Context: an optimization exercise on an open-source flow, tuned for small area. The choices shown serve that exercise and are no tape-out recipe. In this exercise RTL edits were held to simulation tests only and were not proved equivalent to the original.

## the previous run
==> flow/design.v <==
module LDST_SEQUENCER (
    input           clock,
    input           clock_enable,
    input           reset,
    output  [15:0]  instruction_bus_address,
    input   [12:0]  instruction_bus_data,
    output  [7:0]   io_bus_address,
    output  [7:0]   io_bus_data_out,
    input   [7:0]   io_bus_data_in,
    output          io_bus_out,
    output          io_bus_in
);
    wire    [11:0]  ins = instruction_bus_data[11:0];
    wire    [7:0]   d   = ins[7:0];
    wire    transfer    = ~ins[11] & ~ins[10];
    wire    load        = transfer & ~ins[8];
    wire    store       = transfer &  ins[8];
    wire    ld_bus      = load & ~ins[9];
    wire    subroutine  = ~ins[11] & ins[10];
    wire    call        = subroutine & ~ins[8];
    wire    ret         = subroutine &  ins[8];
    wire    internal    = ~|d[7:2];
    wire    sel_a       = internal & (d[1:0] == 2'd0);
    wire    sel_b       = internal & (d[1:0] == 2'd1);
    wire    sel_f       = internal & (d[1:0] == 2'd2);
    wire    sel_alu     = internal & (d[1:0] == 2'd3);
    wire    ex_store    = clock_enable & store;
    wire    ex_load     = clock_enable & load;
    reg     [7:0]   work;
    reg     [7:0]   reg_a;
    reg     [7:0]   reg_b;
    reg     [7:0]   alu_op;
    reg             flag_o, flag_c, flag_z;
    reg     [15:0]  pc;
    wire    [7:0]   op2     = alu_op[3] ? {8{alu_op[1]}} : (reg_b ^ {8{alu_op[1]}});
    wire            cin     = alu_op[1] ? ~(alu_op[0] & ~flag_c) : (alu_op[0] & flag_c);
    wire    [7:0]   g       = reg_a & op2;
    wire    [7:0]   p       = reg_a ^ op2;
    wire    [8:0]   c;
    assign  c[0] = cin;
    genvar  i;
    generate
        for (i = 0; i < 8; i = i + 2) begin : carry_chain
            wire    gg = g[i+1] | (p[i+1] & g[i]);
            wire    pp = p[i+1] & p[i];
            assign  c[i+1] = g[i] | (p[i] & c[i]);
            assign  c[i+2] = gg | (pp & c[i]);
        end
    endgenerate
    wire    [2:0]   fn      = alu_op[7:5];
    wire            sel_p   = (fn == 3'b001) | (fn == 3'b010) | (fn == 3'b100);
    wire            sel_g   = (fn == 3'b000) | (fn == 3'b001);
    wire            is_add  = (fn == 3'b100);
    wire            is_shl  = (fn == 3'b101);
    wire            is_shr  = fn[2] & fn[1];
    wire    [7:0]   logic_res = ({8{sel_p}} & p) ^ (({8{sel_g}} & g) | ({8{is_add}} & c[7:0]));
    wire    [7:0]   shl_res   = {reg_a[6:0], cin};
    wire    [7:0]   shr_res   = {cin | (alu_op[5] & reg_a[7]), reg_a[7:1]};
    wire    [7:0]   res_mux   = ({8{is_shl}} & shl_res)
                              | ({8{is_shr}} & shr_res)
                              | ({8{~(is_shl | is_shr)}} & logic_res);
    wire    [7:0]   alu_res   = res_mux ^ {8{alu_op[2]}};
    wire            c_out   = (is_add & c[8]) | (is_shl & reg_a[7]) | (is_shr & reg_a[0]) | (~alu_op[7] & flag_c);
    wire            o_out   = is_add ? (~(reg_a[7] ^ op2[7]) & (reg_a[7] ^ logic_res[7])) : flag_o;
    wire            z_out   = ~|alu_res;
    wire            ld_reg  = ex_load & ~ins[9];
    wire            w_imm   = ex_load & ins[9];
    wire            w_io    = ld_reg & ~internal;
    wire            w_a     = ld_reg & sel_a;
    wire            w_b     = ld_reg & sel_b;
    wire            w_f     = ld_reg & sel_f;
    wire            w_alu   = ld_reg & sel_alu;
    wire    [7:0]   work_next = ({8{w_imm}} & d)
                              | ({8{w_io}}  & io_bus_data_in)
                              | ({8{w_a}}   & reg_a)
                              | ({8{w_b}}   & reg_b)
                              | ({8{w_f}}   & {5'd0, flag_o, flag_c, flag_z})
                              | ({8{w_alu}} & alu_res)
                              | ({8{~ex_load}} & work);
    always @(posedge clock, posedge reset) begin
        if (reset)
            work <= 8'h00;
        else
            work <= work_next;
    end
    always @(posedge clock, posedge reset) begin
        if (reset) begin
            reg_a  <= 8'h00;
            reg_b  <= 8'h00;
            alu_op <= 8'h00;
        end else begin
            if (ex_store & sel_a)   reg_a  <= work;
            if (ex_store & sel_b)   reg_b  <= work;
            if (ex_store & sel_alu) alu_op <= work;
        end
    end
    always @(posedge clock, posedge reset) begin
        if (reset)
            {flag_o, flag_c, flag_z} <= 3'b000;
        else if (ex_store & sel_f)
            {flag_o, flag_c, flag_z} <= work[2:0];
        else if (w_alu)
            {flag_o, flag_c, flag_z} <= {o_out, c_out, z_out};
    end
    reg     [15:0]  st0, st1, st2, st3;
    reg     [3:0]   valid;
    wire            push    = clock_enable & call;
    wire            pop     = clock_enable & ret;
    wire    [15:0]  pc_inc  = pc + {15'd0, clock_enable};
    wire            hold    = ~push & ~pop;
    always @(posedge clock) begin
        st0 <= ({16{push}} & pc_inc) | ({16{pop}} & st1) | ({16{hold}} & st0);
        st1 <= ({16{push}} & st0)    | ({16{pop}} & st2) | ({16{hold}} & st1);
        st2 <= ({16{push}} & st1)    | ({16{pop}} & st3) | ({16{hold}} & st2);
        if (push)
            st3 <= st2;
    end
    always @(posedge clock, posedge reset) begin
        if (reset)
            valid <= 4'd0;
        else if (push)
            valid <= {valid[2:0], 1'b1};
        else if (pop)
            valid <= {1'b0, valid[3:1]};
    end
    wire    taken   = ins[11] & (~|ins[10:8] | |(ins[10:8] & {flag_o, flag_c, flag_z}));
    wire            sel_ret = clock_enable & ret & valid[0];
    wire            sel_jmp = clock_enable & (call | taken);
    wire            sel_inc = ~(clock_enable & (ret | call | taken));
    wire    [15:0]  pc_next = ({16{sel_ret}} & st0)
                            | ({16{sel_jmp}} & {work, d})
                            | ({16{sel_inc}} & pc_inc);
    always @(posedge clock, posedge reset) begin
        if (reset)
            pc <= 16'h0000;
        else
            pc <= pc_next;
    end
    assign  instruction_bus_address = pc;
    assign  io_bus_address          = d;
    assign  io_bus_data_out         = work;
    assign  io_bus_out              = store;
    assign  io_bus_in               = ld_bus;
endmodule
==> flow/config.mk <==
export PLATFORM = sky130hd
export DESIGN_NAME = LDST_SEQUENCER
export DESIGN_NICKNAME = LDST_SEQUENCER
export VERILOG_FILES = /design/flow/design.v
export SDC_FILE = /design/flow/constraint.sdc
export NUM_CORES = 4
export LEC_CHECK = 0
export CAP_MARGIN = 20
export CORE_MARGIN = 2
export CORE_UTILIZATION = 40
export GPL_TIMING_DRIVEN = 0
export SETUP_SLACK_MARGIN = 0.1
export SLEW_MARGIN = 20
==> flow/constraint.sdc <==
create_clock -name core_clock -period 3.5 [get_ports {clock}]
set_input_delay 0.7000 -clock core_clock [delete_from_list [all_inputs] [get_ports {clock}]]
set_output_delay 0.7000 -clock core_clock [all_outputs]
set_load 0.01 [all_outputs]
standard.sh (not shown) runs the stock make flow with config.mk's settings and CLKGATE_MAP_FILE= SYNTH_SCRIPT=/design/flow/synth_recipe.tcl, a recipe that flattens the netlist after the stock synthesis.
==> flow/flow/run.sh <==
#!/bin/bash
# Own layout flow: the standard ORFS flow, with an area-oriented synthesis
# (no full/half-adder extraction, an area-mapping ABC script), small port
# buffers and a clock tree without dummy loads. Each tool's output goes to a
# log of its own in this folder.
set -euo pipefail
W=$(pwd)
F=$W/flow

# Synthesis script: ORFS's synth.tcl with the ABC script swapped for ours.
sed -e "s|log_cmd abc {\*}\$abc_args|log_cmd abc -script $F/area.abc {*}[lrange \$abc_args 2 end]|" \
    "$FLOW_HOME/scripts/synth.tcl" > "$W/own_synth_body.tcl"
grep -q "area.abc" "$W/own_synth_body.tcl"
sed -e "s|\$::env(SCRIPTS_DIR)/synth.tcl|$W/own_synth_body.tcl|" synth_recipe.tcl > "$W/own_synth.tcl"
grep -q own_synth_body "$W/own_synth.tcl"

# standard.sh with our synthesis script and extra knobs.
# flow/knobs.txt: one extra make variable assignment per line.
EXTRA="ADDER_MAP_FILE="
while IFS= read -r line; do
  [[ -z "$line" || "$line" == \#* ]] && continue
  EXTRA="$EXTRA '$line'"
done < "$F/knobs.txt"
sed -e "s|SYNTH_SCRIPT=[^ ]*|SYNTH_SCRIPT=$W/own_synth.tcl $EXTRA|" standard.sh > "$W/own_standard.sh"
grep -q own_synth "$W/own_standard.sh"

bash "$W/own_standard.sh" finish > "$W/flow_make.log" 2>&1
==> flow/flow/area.abc <==
strash
&get -n
&dch -f
&nf -R 1000
&put
topo
buffer -p
upsize -D 3000
dnsize -D 3000
==> flow/flow/knobs.txt <==
BUFFER_PORTS_ARGS=-buffer_cell sky130_fd_sc_hd__buf_1
CTS_ARGS=-sink_clustering_enable -repair_clock_nets -dont_use_dummy_load -buf_list sky130_fd_sc_hd__clkbuf_4
Changes in the current run relative to the previous run:
diff --git a/flow/design.v b/flow/design.v
--- a/flow/design.v
+++ b/flow/design.v
@@ -51,39 +51,33 @@
     wire            sel_p   = (fn == 3'b001) | (fn == 3'b010) | (fn == 3'b100);
     wire            sel_g   = (fn == 3'b000) | (fn == 3'b001);
     wire            is_add  = (fn == 3'b100);
     wire            is_shl  = (fn == 3'b101);
     wire            is_shr  = fn[2] & fn[1];
-    wire    [7:0]   logic_res = ({8{sel_p}} & p) ^ (({8{sel_g}} & g) | ({8{is_add}} & c[7:0]));
+    wire    [7:0]   inv     = {8{alu_op[2]}};
+    wire    [7:0]   pre_res   = ({8{sel_p}} & p) ^ inv;
+    wire    [7:0]   k         = ({8{sel_g}} & g) | ({8{is_add}} & c[7:0]);
     wire    [7:0]   shl_res   = {reg_a[6:0], cin};
     wire    [7:0]   shr_res   = {cin | (alu_op[5] & reg_a[7]), reg_a[7:1]};
-    wire    [7:0]   res_mux   = ({8{is_shl}} & shl_res)
-                              | ({8{is_shr}} & shr_res)
-                              | ({8{~(is_shl | is_shr)}} & logic_res);
-    wire    [7:0]   alu_res   = res_mux ^ {8{alu_op[2]}};
-    wire            c_out   = (is_add & c[8]) | (is_shl & reg_a[7]) | (is_shr & reg_a[0]) | (~alu_op[7] & flag_c);
-    wire            o_out   = is_add ? (~(reg_a[7] ^ op2[7]) & (reg_a[7] ^ logic_res[7])) : flag_o;
+    wire    [7:0]   sh_res    = (is_shl ? shl_res : shr_res) ^ inv;
+    wire            is_sh     = is_shl | is_shr;
+    wire    [7:0]   alu_res   = is_sh ? sh_res : (pre_res ^ k);
+    wire            c_out   = is_add ? c[8] : (is_shl ? reg_a[7] : (is_shr ? reg_a[0] : flag_c));
+    wire            o_out   = is_add ? (~(reg_a[7] ^ op2[7]) & (reg_a[7] ^ p[7] ^ c[7])) : flag_o;
     wire            z_out   = ~|alu_res;
-    wire            ld_reg  = ex_load & ~ins[9];
-    wire            w_imm   = ex_load & ins[9];
-    wire            w_io    = ld_reg & ~internal;
-    wire            w_a     = ld_reg & sel_a;
-    wire            w_b     = ld_reg & sel_b;
-    wire            w_f     = ld_reg & sel_f;
-    wire            w_alu   = ld_reg & sel_alu;
-    wire    [7:0]   work_next = ({8{w_imm}} & d)
-                              | ({8{w_io}}  & io_bus_data_in)
-                              | ({8{w_a}}   & reg_a)
-                              | ({8{w_b}}   & reg_b)
-                              | ({8{w_f}}   & {5'd0, flag_o, flag_c, flag_z})
-                              | ({8{w_alu}} & alu_res)
-                              | ({8{~ex_load}} & work);
+    wire    [7:0]   int_data =  ({8{sel_a}} & reg_a)
+                              | ({8{sel_b}} & reg_b)
+                              | ({8{sel_f}} & {5'd0, flag_o, flag_c, flag_z});
+    wire    [7:0]   load_data = ins[9] ? d : (internal ? int_data : io_bus_data_in);
+    wire            ld_alu    = ex_load & ~ins[9] & sel_alu;
     always @(posedge clock, posedge reset) begin
         if (reset)
             work <= 8'h00;
-        else
-            work <= work_next;
+        else if (ld_alu)
+            work <= alu_res;
+        else if (ex_load)
+            work <= load_data;
     end
     always @(posedge clock, posedge reset) begin
         if (reset) begin
             reg_a  <= 8'h00;
             reg_b  <= 8'h00;
@@ -97,11 +91,11 @@
     always @(posedge clock, posedge reset) begin
         if (reset)
             {flag_o, flag_c, flag_z} <= 3'b000;
         else if (ex_store & sel_f)
             {flag_o, flag_c, flag_z} <= work[2:0];
-        else if (w_alu)
+        else if (ld_alu)
             {flag_o, flag_c, flag_z} <= {o_out, c_out, z_out};
     end
     reg     [15:0]  st0, st1, st2, st3;
     reg     [3:0]   valid;
     wire            push    = clock_enable & call;
@@ -122,21 +116,20 @@
             valid <= {valid[2:0], 1'b1};
         else if (pop)
             valid <= {1'b0, valid[3:1]};
     end
     wire    taken   = ins[11] & (~|ins[10:8] | |(ins[10:8] & {flag_o, flag_c, flag_z}));
-    wire            sel_ret = clock_enable & ret & valid[0];
-    wire            sel_jmp = clock_enable & (call | taken);
-    wire            sel_inc = ~(clock_enable & (ret | call | taken));
-    wire    [15:0]  pc_next = ({16{sel_ret}} & st0)
-                            | ({16{sel_jmp}} & {work, d})
-                            | ({16{sel_inc}} & pc_inc);
+    wire    [15:0]  ret_addr = valid[0] ? st0 : 16'h0000;
     always @(posedge clock, posedge reset) begin
         if (reset)
             pc <= 16'h0000;
+        else if (clock_enable & ret)
+            pc <= ret_addr;
+        else if (clock_enable & (call | taken))
+            pc <= {work, d};
         else
-            pc <= pc_next;
+            pc <= pc_inc;
     end
     assign  instruction_bus_address = pc;
     assign  io_bus_address          = d;
     assign  io_bus_data_out         = work;
     assign  io_bus_out              = store;
Findings:
- Summary — die width, the current run relative to the previous run: higher, by 2.3%.
- Of the current run and the previous run, it is the current run that has the higher vertical die dimension.
- For storage element area, the previous run and the current run come out practically identical.
- The current run against the previous run: detailed-router iteration count before antenna repair went up by 3, post-synthesis net count went up by 61, post-route cell area went up by 2.0%, count of hold-fix buffers inserted at cts was more or less identical.
- Changes observed in the current run relative to the previous run: weighted congestion at the end of routability-driven global placement +about 0.54%; final non-filler cell total +about 7%.
- Run comparison: the previous run start point of the critical path alu_op[1]; the current run start point of the critical path alu_op[3]

what the ideal ports hide:
Ports are ideal in the flow. The routed layouts listed here were re-timed in OpenROAD.
Step 1 (the two cells are an assumption about what drives the block):
set clk [get_ports {clock}]
set_driving_cell -lib_cell sky130_fd_sc_hd__clkbuf_16 $clk
set_driving_cell -lib_cell sky130_fd_sc_hd__buf_2 [delete_from_list [all_inputs] $clk]
Step 2, shift: input delay + t, output delay - t, t = (earliest + latest rising clock arrival at the registers) / 2. This alone moves slack from input paths to output paths.
Slacks: ideal / step 1 / step 2; pairs: ideal / step 1.
run | shift t [ns] | setup slack, ns | hold WS [ns] | worst data-port slew with drivers (ns)
the previous run | 0.542 | 0.138 / 0.138 / -0.138 | 0.265 / 0.252 / 0.475 | 0.04
the current run | 0.546 | 0.272 / 0.272 / -0.058 | 0.278 / 0.265 / 0.461 | 0.04
With both steps, setup timing fails in the previous run and the current run, where it was met with ideal ports. The setup slack of the current run, which loses most, moves by 0.000 ns with the drivers and by -0.330 ns with both steps.
